What follows belongs to an exercise in optimizing a design on an open flow for small area; a production flow would make more cautious choices.
No functional check of the RTL was part of this run.
Power figures rest on the tool's default switching activity, not on a simulated workload.

==> design.v <==
`timescale 1ns / 1ps
`default_nettype none
module Decoder_7seg(
    input wire [3:0] VAL,
    output wire[7:0] SEG
    );
	reg [7:0] buff;
	always @(VAL)
	begin
		case (VAL)
			4'b0000:buff <= 8'b1_1000000;  
			4'b0001:buff <= 8'b1_1111001;  
			4'b0010:buff <= 8'b1_0100100;  
			4'b0011:buff <= 8'b1_0110000;  
			4'b0100:buff <= 8'b1_0011001;  
			4'b0101:buff <= 8'b1_0010010;  
			4'b0110:buff <= 8'b1_0000010;  
			4'b0111:buff <= 8'b1_1011000;  
			4'b1000:buff <= 8'b1_0000000;  
			4'b1001:buff <= 8'b1_0010000;  
            4'b1010:buff <= 8'b1_0001000;  
			4'b1011:buff <= 8'b1_0000011;  
			4'b1100:buff <= 8'b1_0100111;  
			4'b1101:buff <= 8'b1_0100001;  
			4'b1110:buff <= 8'b1_0000110;  
			4'b1111:buff <= 8'b1_0001110;  
			default:buff <= 8'b1_1111111;  
		endcase
	end
	assign SEG = buff;
endmodule
`default_nettype wire
`default_nettype none
module FPGA_TOP (
  input   wire          RESET,
  input   wire          SW1,
  input   wire          CLK,
  input   wire          BTNU,
  input   wire          BTNL,
  input   wire          BTNC,
  input   wire          BTNR,
  input   wire          BTND,
  output  wire  [11:0]  SEG,
  output  wire  [15:0]  LED
  ) ;
  wire [11:0] SEG_W, SEG_T;
deccnt_top dt (
    .RESET(RESET | ~SW1),
    .CLK(CLK),
    .BTNU(BTNU),
    .BTNL(BTNL),
    .BTNC(BTNC),
    .BTNR(BTNR),
    .BTND(BTND),
    .SEG(SEG_W),
    .LED()
);
cnt_down_top uut (
    .RESET(RESET | SW1),
    .CLK(CLK),
    .BTNU(BTNU),
    .BTNL(BTNL),
    .BTNC(BTNC),
    .BTNR(BTNR),
    .BTND(BTND),
    .SEG(SEG_T),
    .LED()
);
assign SEG = SW1 ? SEG_W : SEG_T;
assign LED[15:0] = 16'd0;
endmodule
`default_nettype wire
`default_nettype none
module deccnt_top (
  input   wire          RESET,
  input   wire          CLK,
  input   wire          BTNU,
  input   wire          BTNL,
  input   wire          BTNC,
  input   wire          BTNR,
  input   wire          BTND,
  output  wire  [11:0]  SEG,
  output  wire  [15:0]  LED
  ) ;
parameter [31:0] CNT_FULL = 10;
  wire BTNQ;
  wire [15:0] VAL;
btnflt bf_uut (
    .RST(RESET),  
    .CLK(CLK),    
    .BTN(BTNC),   
    .BTNQ(BTNQ)   
);
wire COUT0, COUT1, COUT2;
digit0 dig0(
    .RST(RESET),     
    .CLK(CLK),       
    .BTN(BTNQ),      
    .VAL(VAL[3:0]),  
    .COUT0(COUT0)    
);
digit1 dig1(
    .RST(RESET),      
    .CLK(CLK),        
    .COUT0(COUT0),    
    .VAL(VAL[7:4]),   
    .COUT1(COUT1)     
);
digit2 dig2(
    .RST(RESET),      
    .CLK(CLK),        
    .COUT0(COUT0),    
    .COUT1(COUT1),    
    .VAL(VAL[11:8]),  
    .COUT2(COUT2)     
);
digit3 dig3(
    .RST(RESET),       
    .CLK(CLK),         
    .COUT0(COUT0),     
    .COUT1(COUT1),     
    .COUT2(COUT2),     
    .VAL(VAL[15:12])   
);
wire [7:0] SEG0, SEG1, SEG2, SEG3;
Decoder_7seg D7_1(
    .VAL(VAL[3:0]),         
    .SEG(SEG0)              
);
Decoder_7seg D7_2(
    .VAL(VAL[7:4]),         
    .SEG(SEG1)              
);
Decoder_7seg D7_3(
    .VAL(VAL[11:8]),        
    .SEG(SEG2)              
);
Decoder_7seg D7_4(
    .VAL(VAL[15:12]),       
    .SEG(SEG3)              
);
reg [3:0] ANODE;
reg [31:0] CNT;
always @ (posedge CLK) begin  
    if (RESET) begin
        ANODE <= 4'b1110;
        CNT <= 0;
    end else begin
        CNT <= CNT + 1;
        if (CNT == CNT_FULL) begin
            ANODE <= {ANODE[2:0], ANODE[3]};
            CNT <= 0;
        end
    end
end
assign SEG[7:0] = ~ANODE[0] ? SEG0 :
                  ~ANODE[1] ? SEG1 :
                  ~ANODE[2] ? SEG2 :
                  ~ANODE[3] ? SEG3 : 0;
assign SEG[11:8] = ANODE;
endmodule
`default_nettype wire
`default_nettype none
module cnt_down_top (
  input   wire          RESET,
  input   wire          CLK,
  input   wire          BTNU,
  input   wire          BTNL,
  input   wire          BTNC,
  input   wire          BTNR,
  input   wire          BTND,
  output  wire  [11:0]  SEG,
  output  wire  [15:0]  LED
  ) ;
parameter [31:0] CNT_FULL = 10;
  wire BTNCQ, BTNRQ;
  wire [15:0] VAL;
  wire DONE;
btnflt bfc_uut (
    .RST(RESET),  
    .CLK(CLK),    
    .BTN(BTNC),   
    .BTNQ(BTNCQ)  
);
btnflt bfr_uut (
    .RST(RESET),  
    .CLK(CLK),    
    .BTN(BTNR),   
    .BTNQ(BTNRQ)  
);
wire SW_COUT0, SW_COUT1, SW_COUT2;
wire [15:0] VAL_SET;
SW_digit0 SWdig0(
    .RST(RESET),     
    .CLK(CLK),       
    .BTN(BTNRQ),      
    .VAL(VAL_SET[3:0]),  
    .COUT0(SW_COUT0)    
);
SW_digit1 SWdig1(
    .RST(RESET),      
    .CLK(CLK),        
    .COUT0(SW_COUT0),    
    .VAL(VAL_SET[7:4]),   
    .COUT1(SW_COUT1)     
);
SW_digit2 SWdig2(
    .RST(RESET),      
    .CLK(CLK),        
    .COUT0(SW_COUT0),    
    .COUT1(SW_COUT1),    
    .VAL(VAL_SET[11:8]),  
    .COUT2(SW_COUT2)     
);
SW_digit3 SWdig3(
    .RST(RESET),       
    .CLK(CLK),         
    .COUT0(SW_COUT0),     
    .COUT1(SW_COUT1),     
    .COUT2(SW_COUT2),     
    .VAL(VAL_SET[15:12])   
);
wire CDD_COUT0, CDD_COUT1, CDD_COUT2, BUSY;
assign DONE = ((VAL == 0) & BUSY);
cnt_down_digit0 cddig0(
    .RST(RESET),     
    .CLK(CLK),       
    .BTN(BTNCQ),     
    .DONE(DONE),
    .VAL_SET(VAL_SET[3:0]),  
    .VAL(VAL[3:0]),  
    .COUT0(CDD_COUT0),    
    .BUSY(BUSY)
);
cnt_down_digit1 cddig1(
    .RST(RESET),      
    .CLK(CLK),        
    .COUT0(CDD_COUT0),    
    .BUSY(BUSY),
    .VAL_SET(VAL_SET[7:4]),  
    .VAL(VAL[7:4]),   
    .COUT1(CDD_COUT1)     
);
cnt_down_digit2 cddig2(
    .RST(RESET),      
    .CLK(CLK),        
    .COUT0(CDD_COUT0),    
    .COUT1(CDD_COUT1),    
    .BUSY(BUSY),
    .VAL_SET(VAL_SET[11:8]),  
    .VAL(VAL[11:8]),  
    .COUT2(CDD_COUT2)     
);
cnt_down_digit3 cddig3(
    .RST(RESET),       
    .CLK(CLK),         
    .COUT0(CDD_COUT0),     
    .COUT1(CDD_COUT1),     
    .COUT2(CDD_COUT2),     
    .BUSY(BUSY),
    .VAL_SET(VAL_SET[15:12]),  
    .VAL(VAL[15:12])   
);
wire [7:0] SEG0, SEG1, SEG2, SEG3;
Decoder_7seg D7_1(
    .VAL(VAL[3:0]),         
    .SEG(SEG0)              
);
Decoder_7seg D7_2(
    .VAL(VAL[7:4]),         
    .SEG(SEG1)              
);
Decoder_7seg D7_3(
    .VAL(VAL[11:8]),        
    .SEG(SEG2)              
);
Decoder_7seg D7_4(
    .VAL(VAL[15:12]),       
    .SEG(SEG3)              
);
reg [3:0] ANODE;
reg [31:0] CNT;
always @ (posedge CLK) begin  
    if (RESET) begin
        ANODE <= 4'b1110;
        CNT <= 0;
    end else begin
        CNT <= CNT + 1;
        if (CNT == CNT_FULL) begin
            ANODE <= {ANODE[2:0], ANODE[3]};
            CNT <= 0;
        end
    end
end
assign SEG[7:0] = ~ANODE[0] ? SEG0 :
                  ~ANODE[1] ? SEG1 :
                  ~ANODE[2] ? SEG2 :
                  ~ANODE[3] ? SEG3 : 0;
assign SEG[11:8] = ANODE;
endmodule
`default_nettype wire
`default_nettype none
    module btnflt(
        input wire CLK, RST, BTN,
        output wire BTNQ
    );
    parameter [31:0] CNT_FULL = 100;
    reg [2:0] STAT;
    reg BTNQr;
    reg [31:0] CNT;
    always @ (posedge CLK) begin
        if (RST) begin
            STAT <= 3'b001;
            CNT <= 0;
            BTNQr <= 0;
        end else begin
            case (STAT)
            3'b001: begin
               BTNQr <= 0;
                if (BTN) begin
                    STAT <= 3'b010;
                end
            end
            3'b010: begin
               BTNQr <= BTN;
               STAT <= 3'b100;
            end
            3'b100: begin
               CNT <= CNT + 1;
               BTNQr <= 0;
               if (CNT==CNT_FULL) begin
                CNT <= 0;
                if (BTN==0) begin
                    STAT <= 3'b001;
                end
               end
            end
            default: begin
                STAT <= 3'b001;
                BTNQr <= 0;
            end
            endcase
        end
    end
    assign BTNQ = BTNQr;
    endmodule
`default_nettype wire
`default_nettype none
module digit0(
    input wire CLK, RST, BTN,
    output wire [3:0] VAL,
    output wire COUT0     
);
reg BTNr;
wire EN;
sec_cnt sc (
    .CLK(CLK),
    .RST(RST),
    .EN(BTNr),
    .VAL(VAL),
    .EN_SEC(EN)
);
always @ (posedge CLK) begin
    if (RST) begin
        BTNr <= 0;
    end else if (BTN) begin
        BTNr <= ~BTNr;
    end
end
assign COUT0 = ((VAL == 9) & EN) ? 1 : 0;
endmodule
module digit1(
    input wire CLK, RST, COUT0,
    output wire [3:0] VAL,
    output wire COUT1     
);
reg [3:0] VALr;
always @ (posedge CLK) begin
    if (RST) begin
        VALr <= 0;
    end else if (COUT0) begin
        VALr <= VALr + 1;
        if (VALr == 9) begin
            VALr <= 0;
        end
    end
end
assign VAL = VALr;
assign COUT1 = (VAL == 9) ? 1 : 0;
endmodule
module digit2(
    input wire CLK, RST, COUT0, COUT1,
    output wire [3:0] VAL,
    output wire COUT2     
);
reg [3:0] VALr;
always @ (posedge CLK) begin
    if (RST) begin
        VALr <= 0;
    end else if (COUT0 & COUT1) begin
        VALr <= VALr + 1;
        if (VALr == 9) begin
            VALr <= 0;
        end
    end
end
assign VAL = VALr;
assign COUT2 = (VAL == 9) ? 1 : 0;
endmodule
module digit3(
    input wire CLK, RST, COUT0, COUT1, COUT2,
    output wire [3:0] VAL
);
reg [3:0] VALr;
always @ (posedge CLK) begin
    if (RST) begin
        VALr <= 0;
    end else if (COUT0 & COUT1 & COUT2) begin
        VALr <= VALr + 1;
        if (VALr == 9) begin
            VALr <= 0;
        end
    end
end
assign VAL = VALr;
endmodule
`default_nettype wire
`default_nettype none
module sec_cnt(
    input wire CLK, RST, EN,
    output wire [3:0] VAL,
    output wire EN_SEC
);
parameter [31:0] CNT_FULL = 100;
reg [3:0] VALr;
reg [31:0] CNT;
always @ (posedge CLK) begin
    if (RST) begin
        CNT <= 0;
        VALr <= 0;
    end else begin
        if (EN) begin
            CNT <= CNT + 1;
            if (CNT == CNT_FULL) begin
                if (VALr == 9) begin
                    VALr <= 0;
                    CNT <= 0;
                end else begin
                    VALr <= VALr + 1;
                    CNT <= 0;
                end
            end
        end
    end
end
assign EN_SEC = (EN & (CNT == CNT_FULL)) ? 1 : 0;
assign VAL = VALr;
endmodule
`default_nettype wire
`default_nettype none
module SW_digit0(
    input wire CLK, RST, BTN,
    output wire [3:0] VAL,
    output wire COUT0     
);
reg [3:0] VALr;
wire EN;
always @ (posedge CLK) begin
    if (RST) begin
        VALr <= 0;
    end else if (BTN) begin
        if (VALr == 9) begin
            VALr <= 0;
        end else begin
            VALr <= VALr + 1;
        end
    end
end
assign VAL = VALr;
assign COUT0 = ((VAL == 9) & BTN) ? 1 : 0;
endmodule
module SW_digit1(
    input wire CLK, RST, COUT0,
    output wire [3:0] VAL,
    output wire COUT1     
);
reg [3:0] VALr;
always @ (posedge CLK) begin
    if (RST) begin
        VALr <= 0;
    end else if (COUT0) begin
        if (VALr == 9) begin
            VALr <= 0;
        end else begin
            VALr <= VALr + 1;
        end
    end
end
assign VAL = VALr;
assign COUT1 = (VAL == 9) ? 1 : 0;
endmodule
module SW_digit2(
    input wire CLK, RST, COUT0, COUT1,
    output wire [3:0] VAL,
    output wire COUT2     
);
reg [3:0] VALr;
always @ (posedge CLK) begin
    if (RST) begin
        VALr <= 0;
    end else if (COUT0 & COUT1) begin
        VALr <= VALr + 1;
        if (VALr == 9) begin
            VALr <= 0;
        end
    end
end
assign VAL = VALr;
assign COUT2 = (VAL == 9) ? 1 : 0;
endmodule
module SW_digit3(
    input wire CLK, RST, COUT0, COUT1, COUT2,
    output wire [3:0] VAL
);
reg [3:0] VALr;
always @ (posedge CLK) begin
    if (RST) begin
        VALr <= 0;
    end else if (COUT0 & COUT1 & COUT2) begin
        VALr <= VALr + 1;
        if (VALr == 9) begin
            VALr <= 0;
        end
    end
end
assign VAL = VALr;
endmodule
`default_nettype wire
`default_nettype none
module cnt_down_digit0(
    input wire CLK, RST, BTN, DONE,
    input wire [3:0] VAL_SET,
    output wire [3:0] VAL,
    output wire COUT0, BUSY  
);
reg BTNr;
wire EN;
sec_cnt_down scd (
    .CLK(CLK),
    .RST(RST),
    .EN(BTNr),
    .DONE(DONE),
    .VAL_SET(VAL_SET),
    .VAL(VAL),
    .EN_SEC(EN),
    .BUSY(BUSY)
);
always @ (posedge CLK) begin
    if (RST) begin
        BTNr <= 0;
    end else if (BTN) begin
        BTNr <= ~BTNr;
    end
end
assign COUT0 = ((VAL == 0) & EN) ? 1 : 0;
endmodule
module cnt_down_digit1(
    input wire CLK, RST, COUT0, BUSY,
    input wire [3:0] VAL_SET,
    output wire [3:0] VAL,
    output wire COUT1     
);
reg [3:0] VALr;
always @ (posedge CLK) begin
    if (RST) begin
        VALr <= 0;
    end else begin
        if (COUT0) begin
            if (VALr == 0) begin
                VALr <= 9;
            end else begin
                VALr <= VALr - 1;
            end
        end else begin
            if (~BUSY) begin
                VALr <= VAL_SET;
            end
        end
    end
end
assign VAL = VALr;
assign COUT1 = (VAL == 0) ? 1 : 0;
endmodule
module cnt_down_digit2(
    input wire CLK, RST, COUT0, COUT1, BUSY,
    input wire [3:0] VAL_SET,
    output wire [3:0] VAL,
    output wire COUT2     
);
reg [3:0] VALr;
always @ (posedge CLK) begin
    if (RST) begin
        VALr <= 0;
    end else begin
        if (COUT0 & COUT1) begin
            if (VALr == 0) begin
                VALr <= 9;
            end else begin
                VALr <= VALr - 1;
            end
        end else begin
            if (~BUSY) begin
                VALr <= VAL_SET;
            end
        end
    end
end
assign VAL = VALr;
assign COUT2 = (VAL == 0) ? 1 : 0;
endmodule
module cnt_down_digit3(
    input wire CLK, RST, COUT0, COUT1, COUT2, BUSY,
    input wire [3:0] VAL_SET,
    output wire [3:0] VAL
);
reg [3:0] VALr;
always @ (posedge CLK) begin
    if (RST) begin
        VALr <= 0;
    end else begin
        if (COUT0 & COUT1 & COUT2) begin
            if (VALr == 0) begin
                VALr <= 9;
            end else begin
                VALr <= VALr - 1;
            end
        end else begin
            if (~BUSY) begin
                VALr <= VAL_SET;
            end
        end
    end
end
assign VAL = VALr;
endmodule
`default_nettype wire
`default_nettype none
module sec_cnt_down(
    input wire CLK, RST, EN, DONE,
    input wire [3:0] VAL_SET,
    output wire [3:0] VAL,
    output wire EN_SEC,
    output wire BUSY
);
parameter [31:0] CNT_FULL = 1000;
reg [3:0] STAT;
reg [3:0] VALr;
reg [31:0] CNT;
always @ (posedge CLK) begin
    if (RST) begin
        STAT <= 4'b0001;
        CNT <= 0;
        VALr <= 0;
    end else begin
        case (STAT)
        4'b0001: begin
            VALr <= VAL_SET;
            if (EN) begin
                STAT <= 4'b0010;
            end
        end
        4'b0010: begin
            CNT <= CNT + 1;
            if (CNT == CNT_FULL) begin
                if (VALr == 0) begin
                    CNT <= 0;
                    VALr <= 9;
                end else begin
                    VALr <= VALr - 1;
                    CNT <= 0;
                end
            end
            if (~EN) begin
                STAT <= 4'b0100;
            end
            if (DONE) begin
                STAT <= 4'b1000;
            end
        end
        4'b0100: begin
            if (EN) begin
                STAT <= 4'b0010;
            end
        end
        4'b1000: begin
            if (~EN) begin
                STAT <= 4'b0001;
            end
        end
        default : begin
            STAT <= 4'b0001;
            CNT <= 0;
            VALr <= 0;
        end
        endcase
    end
end
assign EN_SEC = (CNT == CNT_FULL) ? 1 : 0;
assign VAL = VALr;
assign BUSY = ~STAT[0];
endmodule
`default_nettype wire
==> run.sh <==
#!/bin/bash
# synth_recipe.tcl (not shown) runs the flow's synth.tcl, then flattens the netlist and writes it again
# the make line also repeats each setting of config.mk as NAME=value (left out here)
make -C /OpenROAD-flow-scripts/flow DESIGN_CONFIG=/design/flow/config.mk WORK_HOME=/design/flow/orfs CLKGATE_MAP_FILE= SYNTH_SCRIPT=/design/flow/synth_recipe.tcl finish
==> config.mk <==
export PLATFORM = sky130hd
export DESIGN_NAME = FPGA_TOP
export DESIGN_NICKNAME = FPGA_TOP
export VERILOG_FILES = /design/flow/design.v
export SDC_FILE = /design/flow/constraint.sdc
export NUM_CORES = 4
export LEC_CHECK = 0
export CAP_MARGIN = 20
export CORE_MARGIN = 2
export CORE_UTILIZATION = 40
export SLEW_MARGIN = 20
==> constraint.sdc <==
create_clock -name core_clock -period 10.0 [get_ports {CLK}]
set_input_delay 2.0000 -clock core_clock [delete_from_list [all_inputs] [get_ports {CLK}]]
set_output_delay 2.0000 -clock core_clock [all_outputs]
set_load 0.01 [all_outputs]
==> results.txt <==
The cell with the largest stage delay on the worst path is clkdlybuf4s50_1. The layout net count came out at 2258. In this run the core area contains 78 standard-cell rows. The signal on the critical path passes through clkdlybuf4s50_1 -> mux2_2 -> clkdlybuf4s50_1.

The worst setup margin came out at 4.10 ns. After clock tree synthesis, the clock-pin slew on the worst setup and hold paths is 0.06 ns. Entering global routing, the biggest net connects 58 pins.

After synthesis the cells add up to 0.0182 mm². During synthesis, Yosys emitted a total of 18 warnings. The total power draw is 3.11 mW. Along the worst path, the maximum fanout reaches 24.

The number of input and output port buffers inserted came out at 16. The number of max-cap violations came out at 0. The initial utilization of the core area, before any placement, comes to 40.3%. The unique cell type count in the Yosys netlist came out at 85. The number of buffers inserted during clock tree synthesis is 41. The placed cell area came out at 0.0189 mm². The routed length per placed instance is 13.3 µm. The final count of hold timing violations was 0. The final hold slack came out at 0.456 ns. The startpoint type of the worst setup path is a primary input. In this run, post-CTS repair resized a total of 0 instances. The total negative setup slack came out at 0 ns. Headroom to the max-slew limit came out at 32.8%.

The path type of the worst setup path is primary input to primary output. Compared with the post-synthesis result, the final layout area differs by 11.9%. Once the clock tree was built, the setup fixing pass inserted 0 buffers. The cell occurring most often along the worst timing path is clkdlybuf4s50_1.

The worst voltage drop across the vdd grid is 0.116 mV. The post-route minimum period came out at 5.90 ns. The peak clock frequency supported by timing is 0.170 GHz. The core region is 0.0452 mm². The static leakage is 7.00 nW. The post-synthesis register bit count came out at 354. The global route total overflow came out at 0. The residual DRC count is 0. Across the routed clock network, the largest skew measured is 0.0142 ns. The cell chosen for the clock root is clkbuf_16. The sequential element share of the synthesized area came out at 38.9%. The clock net sink count is 354. The final weighted congestion in routability-driven placement came out at 0.815. The maximum clock insertion buffer count is 3. The final number of max-transition violations came out at 0. The I/O pin count came out at 36. The number of hold buffers added after cts is 0. Summing all non-filler instances in the final layout gives an area of 0.0204 mm².

STA classifies the critical path endpoint as a primary output. The data arrival time at the worst-slack endpoint is 3.90 ns. Dividing total power by cell area gives a power density of 153 mW/mm².

The biggest cell delay along the critical path came out at 0.99 ns. The detailed-route via count came out at 14731. The floorplan step defined a die boundary enclosing 0.0473 mm². The floorplan die height came out at 217 µm. Each instance of the synthesized netlist takes up on average 8.32 µm². The fraction of registers with async set/reset came out at 0%. Among all flip-flop cells after synthesis, the most frequent one is dfxtp_1. The detailed-route wire length is 37600 µm.

The floorplan step set the die width to 217 µm. The sum of net half-perimeters after detailed placement is 26000 µm. The first-pass GRT wire length is 64400 µm.

The clock latency on the worst-skew pair came out at 0.55 ns. The cell count after synthesis came out at 2189. The transition time at the pin with the least slew margin came out at 1.01 ns. The combined global-route utilization of all metal layers is 15.9%.

TritonCTS built the clock tree. The data required time at the worst endpoint came out at 8.00 ns. The number of global-route vias before repair was 13734.

The detailed router's first-iteration violation count came out at 810. The period utilization is 59.0%. The number of antenna violations at the first check in global routing is 0. The number of inserted diodes is 0. The run finished with no timing, DRC or antenna violations.

The tightest min-delay check is of the flip-flop to flip-flop type. The clock tree synthesis step divided the H-tree into 2 levels. Setup violations remaining at the end of the flow were counted as 0. The number of enable-type register cells in the synthesized netlist is 0. Timing analysis after detailed placement gives a worst setup slack of 4.10 ns. The detail route stage leaves a number of antenna-violating nets equal to 0. The first detailed-routing pass ran for 5 iterations.

The number of vias per cell is 5.23. Setup repair after global routing left no endpoint under its margin. In the final layout, the share of cells above drive strength 1 is 6.59%.
## metrics by stage
| stage | cells | util [%] |
|---|---|---|
| 2_1_floorplan | 2204 | - |
| 3_3_place_gp | 2742 | 41.8 |
| 3_5_place_dp | 2742 | 41.8 |
| 4_1_cts | 2817 | 45.1 |
| 5_1_grt | 2817 | 45.1 |
| 6_report | 2817 | 45.1 |
## kinds of logic (layout without fill, tap and decap cells)
group                    after synthesis  in the layout  share of synthesized area [%]
buffers and inverters                173            186                           4.09
AND/OR/NAND/NOR                     1022           1022                           28.7
multiplexers                          82             82                           4.71
other                                  1             16                         0.0206
adder cells (fa/ha/maj)               65             65                           4.47
flip-flops                           354            354                           38.9
XOR/XNOR                             186            186                           8.94
AO/OA/AOI/OAI                        306            306                           10.2
## path summary, 6_finish.rpt
path	cells after the start	slack, ns	startpoint	endpoint
setup reg to reg	14	6.18	dt.dig0.sc.CNT[0]	dt.D7_2.SEG[5]
hold reg to reg	1	0.46	dt.CNT[0]	dt.CNT[0]
setup / recovery	3	4.10	SW1	SEG[9]
hold / removal	1	0.46	dt.CNT[0]	dt.CNT[0]
## worst max-delay path, delay by kind of cell
| family | cells | cell delay, ns |
|---|---|---|
| buffers and inverters | 2 | 1.47 |
| multiplexers | 1 | 0.41 |
## layer usage
layer | up-vias | share of wire [%] | track usage (%)
li1 | 7637 | - | -
met1 | 6853 | 50 | 21.8
met2 | 173 | 44 | 25.3
met3 | 68 | 3.7 | 3.10
met4 | 0 | 2.1 | 4.77
met5 | - | 0 | 0
## cell usage in the layout (no fill, tap or decap), types with 11 or more instances in the layout
cell type / n
ha_1: 65
mux2i_1: 64
clkdlybuf4s50_1: 16
clkbuf_16: 42
a211oi_1: 24
nand2b_1: 14
nand2_1: 175
nor3_1: 56
nor3b_1: 15
conb_1: 16
mux2_2: 16
and4_1: 13
buf_4: 14
xnor2_1: 73
nor4b_1: 12
nand4_1: 65
nor2_1: 330
a21oi_1: 117
a31oi_1: 11
nand3_1: 97
and2_1: 16
nor4_1: 51
and3_1: 44
dfxtp_1: 354
inv_1: 76
xor2_1: 113
nor2b_1: 45
or3_1: 42
o21ai_0: 68
## sequential cells by signal (all words and copies together), names as in the netlist, 32 cells and up
signal	cells
uut.bfc_uut.CNT	32
uut.cddig0.scd.CNT	32
dt.dig0.sc.CNT	32
uut.bfr_uut.CNT	32
dt.bf_uut.CNT	32
uut.CNT	32
dt.CNT	32
## power breakdown
group / internal, mW / total (mW) / switching [mW]
clock: 1.04 / 1.65 / 0.604
sequential: 1.41 / 1.41 / 0.00215
combinational: 0.0117 / 0.0452 / 0.0336
## cell type report
cell class              instances  area (µm²)
repair buffers                 30         265
inverters                      81         304
multi-input cells            1677       10500
clock inverters                19         317
clock buffers                  56        1190
well taps                     600         751
fillers                      4425       24800
flip-flops and latches        354        7090
## synthesized netlist by cell type, drive strengths merged, types with 4 or more instances
cell type | number | share of area (%)
nand2b | 14 | 0.48
o21a | 4 | 0.16
a31oi | 12 | 0.45
a21oi | 119 | 3.3
o32ai | 6 | 0.29
nand4 | 67 | 2.5
o211ai | 4 | 0.16
o21bai | 4 | 0.16
nor3 | 61 | 1.9
and4 | 14 | 0.68
dfxtp | 354 | 39
and3 | 44 | 1.5
o22ai | 9 | 0.31
nor4b | 13 | 0.66
a22o | 4 | 0.19
nand2 | 175 | 3.6
nor2 | 331 | 6.8
buf | 34 | 1.2
xor2 | 113 | 5.4
o21ai | 77 | 2.1
nor4 | 57 | 2.3
ha | 65 | 4.5
mux2i | 64 | 3.5
a211oi | 25 | 1.1
and2 | 17 | 0.60
a22oi | 4 | 0.16
inv | 79 | 1.6
clkbuf | 58 | 1.2
or2 | 6 | 0.21
o31ai | 8 | 0.33
xnor2 | 73 | 3.5
or3 | 42 | 1.4
nand3 | 97 | 2.7
mux2 | 17 | 1.1
nor3b | 16 | 0.69
or4 | 9 | 0.37
nor2b | 46 | 1.6

## separate check: timing with driven ports
The flow's constraints put no driver on any port. The routed layout listed below was extracted and timed again, unchanged, in two steps.
Step 1 sets driving cells, clkbuf_16 on the clock port and buf_2 on the other inputs (assumed; they add their load-dependent delay and slew).
Step 2 adds t to the input delays and takes it off the output delays; t is the mean of the earliest and latest rising clock arrival at the registers after step 1. Input paths then give back, and output paths get back, about the clock's delay inside the block.
Three values: no drivers, after step 1, after step 2; two values: the first two.
t (ns): 0.600
setup WS [ns]: 4.101 / 4.073 / 4.073
clock arrival spread, ns: 0.016 / 0.016
After both steps setup and hold are still met in this run. The setup slack of this run moves by -0.028 ns with the drivers and by -0.028 ns with both steps.
